Context: an optimization exercise on an open-source flow, tuned for small area, a short achievable clock period and few clock cycles per item. The choices shown serve that exercise and are no tape-out recipe.

==> flow/design.v <==
`default_nettype none
module square_root32(
		input wire iCLOCK,
		input wire inRESET,
		input wire iDATA_REQ,
		output wire oDATA_BUSY,
		input wire [31:0] iDATA,
		output wire oDATA_VALID,
		input wire iDATA_BUSY,
		output wire [15:0] oDATA
	);
	reg b_skid_valid;
	reg [15:0] b_skid_data;
	reg b_out_valid;
	reg [15:0] b_out_data;
	wire adv = !b_skid_valid;
	reg b_v1;
	reg b_v2;
	reg b_v3;
	reg b_v4;
	reg b_v5;
	reg b_v6;
	wire [31:0] x0;
	wire [0:0] q1;
	wire [1:0] r1;
	wire [29:0] x1;
	reg [1:0] q2;
	reg [2:0] r2;
	reg [27:0] x2;
	wire [2:0] q3;
	wire [3:0] r3;
	wire [25:0] x3;
	wire [3:0] q4;
	wire [4:0] r4;
	wire [23:0] x4;
	reg [4:0] q5;
	reg [5:0] r5;
	reg [21:0] x5;
	wire [5:0] q6;
	wire [6:0] r6;
	wire [19:0] x6;
	wire [6:0] q7;
	wire [7:0] r7;
	wire [17:0] x7;
	reg [7:0] q8;
	reg [8:0] r8;
	reg [15:0] x8;
	wire [8:0] q9;
	wire [9:0] r9;
	wire [13:0] x9;
	reg [9:0] q10;
	reg [10:0] r10;
	reg [11:0] x10;
	wire [10:0] q11;
	wire [11:0] r11;
	wire [9:0] x11;
	reg [11:0] q12;
	reg [12:0] r12;
	reg [7:0] x12;
	wire [12:0] q13;
	wire [13:0] r13;
	wire [5:0] x13;
	reg [13:0] q14;
	reg [14:0] r14;
	reg [3:0] x14;
	wire [14:0] q15;
	wire [15:0] r15;
	wire [1:0] x15;
	wire [15:0] q16;
	assign x0 = iDATA;
	wire ge0 = (x0[31:30] != 2'b00);
	assign q1 = {ge0};
	assign r1 = (ge0 ? (x0[31:30] - 2'd1) : x0[31:30]);
	assign x1 = x0[29:0];
	wire [3:0] t1 = {r1, x1[29:28]};
	wire [4:0] d1 = {1'b0, t1} - {2'b00, q1, 2'b01};
	wire ge1 = !d1[4];
	always @(posedge iCLOCK) begin
		if (adv) begin
			q2 <= {q1, ge1};
			r2 <= (ge1 ? d1[2:0] : t1[2:0]);
			x2 <= x1[27:0];
		end
	end
	wire [4:0] t2 = {r2, x2[27:26]};
	wire [5:0] d2 = {1'b0, t2} - {2'b00, q2, 2'b01};
	wire ge2 = !d2[5];
	assign q3 = {q2, ge2};
	assign r3 = (ge2 ? d2[3:0] : t2[3:0]);
	assign x3 = x2[25:0];
	wire [5:0] t3 = {r3, x3[25:24]};
	wire [6:0] d3 = {1'b0, t3} - {2'b00, q3, 2'b01};
	wire ge3 = !d3[6];
	assign q4 = {q3, ge3};
	assign r4 = (ge3 ? d3[4:0] : t3[4:0]);
	assign x4 = x3[23:0];
	wire [6:0] t4 = {r4, x4[23:22]};
	wire [7:0] d4 = {1'b0, t4} - {2'b00, q4, 2'b01};
	wire ge4 = !d4[7];
	always @(posedge iCLOCK) begin
		if (adv) begin
			q5 <= {q4, ge4};
			r5 <= (ge4 ? d4[5:0] : t4[5:0]);
			x5 <= x4[21:0];
		end
	end
	wire [7:0] t5 = {r5, x5[21:20]};
	wire [8:0] d5 = {1'b0, t5} - {2'b00, q5, 2'b01};
	wire ge5 = !d5[8];
	assign q6 = {q5, ge5};
	assign r6 = (ge5 ? d5[6:0] : t5[6:0]);
	assign x6 = x5[19:0];
	wire [8:0] t6 = {r6, x6[19:18]};
	wire [9:0] d6 = {1'b0, t6} - {2'b00, q6, 2'b01};
	wire ge6 = !d6[9];
	assign q7 = {q6, ge6};
	assign r7 = (ge6 ? d6[7:0] : t6[7:0]);
	assign x7 = x6[17:0];
	wire [9:0] t7 = {r7, x7[17:16]};
	wire [10:0] d7 = {1'b0, t7} - {2'b00, q7, 2'b01};
	wire ge7 = !d7[10];
	always @(posedge iCLOCK) begin
		if (adv) begin
			q8 <= {q7, ge7};
			r8 <= (ge7 ? d7[8:0] : t7[8:0]);
			x8 <= x7[15:0];
		end
	end
	wire [10:0] t8 = {r8, x8[15:14]};
	wire [11:0] d8 = {1'b0, t8} - {2'b00, q8, 2'b01};
	wire ge8 = !d8[11];
	assign q9 = {q8, ge8};
	assign r9 = (ge8 ? d8[9:0] : t8[9:0]);
	assign x9 = x8[13:0];
	wire [11:0] t9 = {r9, x9[13:12]};
	wire [12:0] d9 = {1'b0, t9} - {2'b00, q9, 2'b01};
	wire ge9 = !d9[12];
	always @(posedge iCLOCK) begin
		if (adv) begin
			q10 <= {q9, ge9};
			r10 <= (ge9 ? d9[10:0] : t9[10:0]);
			x10 <= x9[11:0];
		end
	end
	wire [12:0] t10 = {r10, x10[11:10]};
	wire [13:0] d10 = {1'b0, t10} - {2'b00, q10, 2'b01};
	wire ge10 = !d10[13];
	assign q11 = {q10, ge10};
	assign r11 = (ge10 ? d10[11:0] : t10[11:0]);
	assign x11 = x10[9:0];
	wire [13:0] t11 = {r11, x11[9:8]};
	wire [14:0] d11 = {1'b0, t11} - {2'b00, q11, 2'b01};
	wire ge11 = !d11[14];
	always @(posedge iCLOCK) begin
		if (adv) begin
			q12 <= {q11, ge11};
			r12 <= (ge11 ? d11[12:0] : t11[12:0]);
			x12 <= x11[7:0];
		end
	end
	wire [14:0] t12 = {r12, x12[7:6]};
	wire [15:0] d12 = {1'b0, t12} - {2'b00, q12, 2'b01};
	wire ge12 = !d12[15];
	assign q13 = {q12, ge12};
	assign r13 = (ge12 ? d12[13:0] : t12[13:0]);
	assign x13 = x12[5:0];
	wire [15:0] t13 = {r13, x13[5:4]};
	wire [16:0] d13 = {1'b0, t13} - {2'b00, q13, 2'b01};
	wire ge13 = !d13[16];
	always @(posedge iCLOCK) begin
		if (adv) begin
			q14 <= {q13, ge13};
			r14 <= (ge13 ? d13[14:0] : t13[14:0]);
			x14 <= x13[3:0];
		end
	end
	wire [16:0] t14 = {r14, x14[3:2]};
	wire [18:0] t15s = {t14, x14[1:0]};
	wire ge14 = t14 >= {q14, 2'b01};
	wire ge15_0 = t15s >= {q14, 3'b001};
	wire [19:0] k15_1 = {q14, 4'b0000} + {q14, 3'b000} + 20'd9;
	wire ge15_1 = {1'b0, t15s} >= k15_1;
	wire ge15 = ge14 ? ge15_1 : ge15_0;
	wire [15:0] res = {q14, ge14, ge15};
	always @(posedge iCLOCK or negedge inRESET) begin
		if (!inRESET) b_v1 <= 1'b0;
		else if (adv) b_v1 <= iDATA_REQ;
	end
	always @(posedge iCLOCK or negedge inRESET) begin
		if (!inRESET) b_v2 <= 1'b0;
		else if (adv) b_v2 <= b_v1;
	end
	always @(posedge iCLOCK or negedge inRESET) begin
		if (!inRESET) b_v3 <= 1'b0;
		else if (adv) b_v3 <= b_v2;
	end
	always @(posedge iCLOCK or negedge inRESET) begin
		if (!inRESET) b_v4 <= 1'b0;
		else if (adv) b_v4 <= b_v3;
	end
	always @(posedge iCLOCK or negedge inRESET) begin
		if (!inRESET) b_v5 <= 1'b0;
		else if (adv) b_v5 <= b_v4;
	end
	always @(posedge iCLOCK or negedge inRESET) begin
		if (!inRESET) b_v6 <= 1'b0;
		else if (adv) b_v6 <= b_v5;
	end
	wire out_free = !b_out_valid || !iDATA_BUSY;
	always @(posedge iCLOCK or negedge inRESET) begin
		if (!inRESET) begin
			b_out_valid <= 1'b0;
			b_skid_valid <= 1'b0;
		end else if (out_free) begin
			b_out_valid <= b_skid_valid || b_v6;
			b_skid_valid <= 1'b0;
		end else if (!b_skid_valid) begin
			b_skid_valid <= b_v6;
		end
	end
	always @(posedge iCLOCK) begin
		if (out_free) b_out_data <= b_skid_valid ? b_skid_data : res;
		if (!b_skid_valid) b_skid_data <= res;
	end
	assign oDATA_BUSY = b_skid_valid;
	assign oDATA_VALID = b_out_valid;
	assign oDATA = b_out_data;
endmodule
`default_nettype wire
Settings: LEC_CHECK=0, ABC_AREA=1, CAP_MARGIN=20, CORE_MARGIN=2, CORE_UTILIZATION=40, CTS_BUF_LIST=sky130_fd_sc_hd__clkbuf_8, SLEW_MARGIN=20; clock period 15.0 ns.
standard.sh (not shown) runs the stock make flow with config.mk's settings and CLKGATE_MAP_FILE= SYNTH_SCRIPT=/design/flow/synth_recipe.tcl, a recipe that flattens the netlist after the stock synthesis.
==> flow/flow/run.sh <==
#!/bin/bash
bash standard.sh SETUP_SLACK_MARGIN=10.9 finish > standard.log 2>&1
==> next run, changes <==
--- a/flow/design.v
+++ b/flow/design.v
@@ -173,17 +173,19 @@
 			r14 <= (ge13 ? d13[14:0] : t13[14:0]);
 			x14 <= x13[3:0];
 		end
 	end
 	wire [16:0] t14 = {r14, x14[3:2]};
-	wire [18:0] t15s = {t14, x14[1:0]};
-	wire ge14 = t14 >= {q14, 2'b01};
-	wire ge15_0 = t15s >= {q14, 3'b001};
-	wire [19:0] k15_1 = {q14, 4'b0000} + {q14, 3'b000} + 20'd9;
-	wire ge15_1 = {1'b0, t15s} >= k15_1;
-	wire ge15 = ge14 ? ge15_1 : ge15_0;
-	wire [15:0] res = {q14, ge14, ge15};
+	wire [17:0] d14 = {1'b0, t14} - {2'b00, q14, 2'b01};
+	wire ge14 = !d14[17];
+	assign q15 = {q14, ge14};
+	assign r15 = (ge14 ? d14[15:0] : t14[15:0]);
+	assign x15 = x14[1:0];
+	wire [17:0] t15 = {r15, x15[1:0]};
+	wire [18:0] d15 = {1'b0, t15} - {2'b00, q15, 2'b01};
+	wire ge15 = !d15[18];
+	wire [15:0] res = {q15, ge15};
 	always @(posedge iCLOCK or negedge inRESET) begin
 		if (!inRESET) b_v1 <= 1'b0;
 		else if (adv) b_v1 <= iDATA_REQ;
 	end
 	always @(posedge iCLOCK or negedge inRESET) begin
What happened: Hold slack is better by 0.014 ns; maximum frequency is about the same; die area falls by 2.8%; via count came out lower by 2.7%; sequential cell count does not change; global-route usage fell by 0.18 points; non-clock buffer count went down by 8.
Function was not checked in any run of this note: the RTL went through the layout flow alone.

afterwards: timing with drivers on the ports:
Ports are ideal in the flow. The routed layouts listed here were re-timed in OpenROAD. Step 1 (the two cells are an assumption about what drives the block):
set clk [get_ports {iCLOCK}]
set_driving_cell -lib_cell sky130_fd_sc_hd__clkbuf_16 $clk
set_driving_cell -lib_cell sky130_fd_sc_hd__buf_2 [delete_from_list [all_inputs] $clk]
Step 2 adds t to the input delays and takes it off the output delays; t is the mean of the earliest and latest rising clock arrival at the registers after step 1. Input paths then give back, and output paths get back, about the clock's delay inside the block. Three values: ideal ports, drivers, drivers and shift; two values: the first two.
| run | shift t [ns] | setup slack, ns | worst data-port slew with drivers (ns) |
|---|---|---|---|
| the first run | 0.629 | 10.752 / 10.703 / 10.570 | 0.04 |
| the second run | 0.633 | 10.745 / 10.745 / 10.576 | 0.04 |
After both steps every run listed still meets setup and hold. For the first run, which loses most, drivers alone change the setup slack by -0.049 ns; drivers and shift together by -0.182 ns.
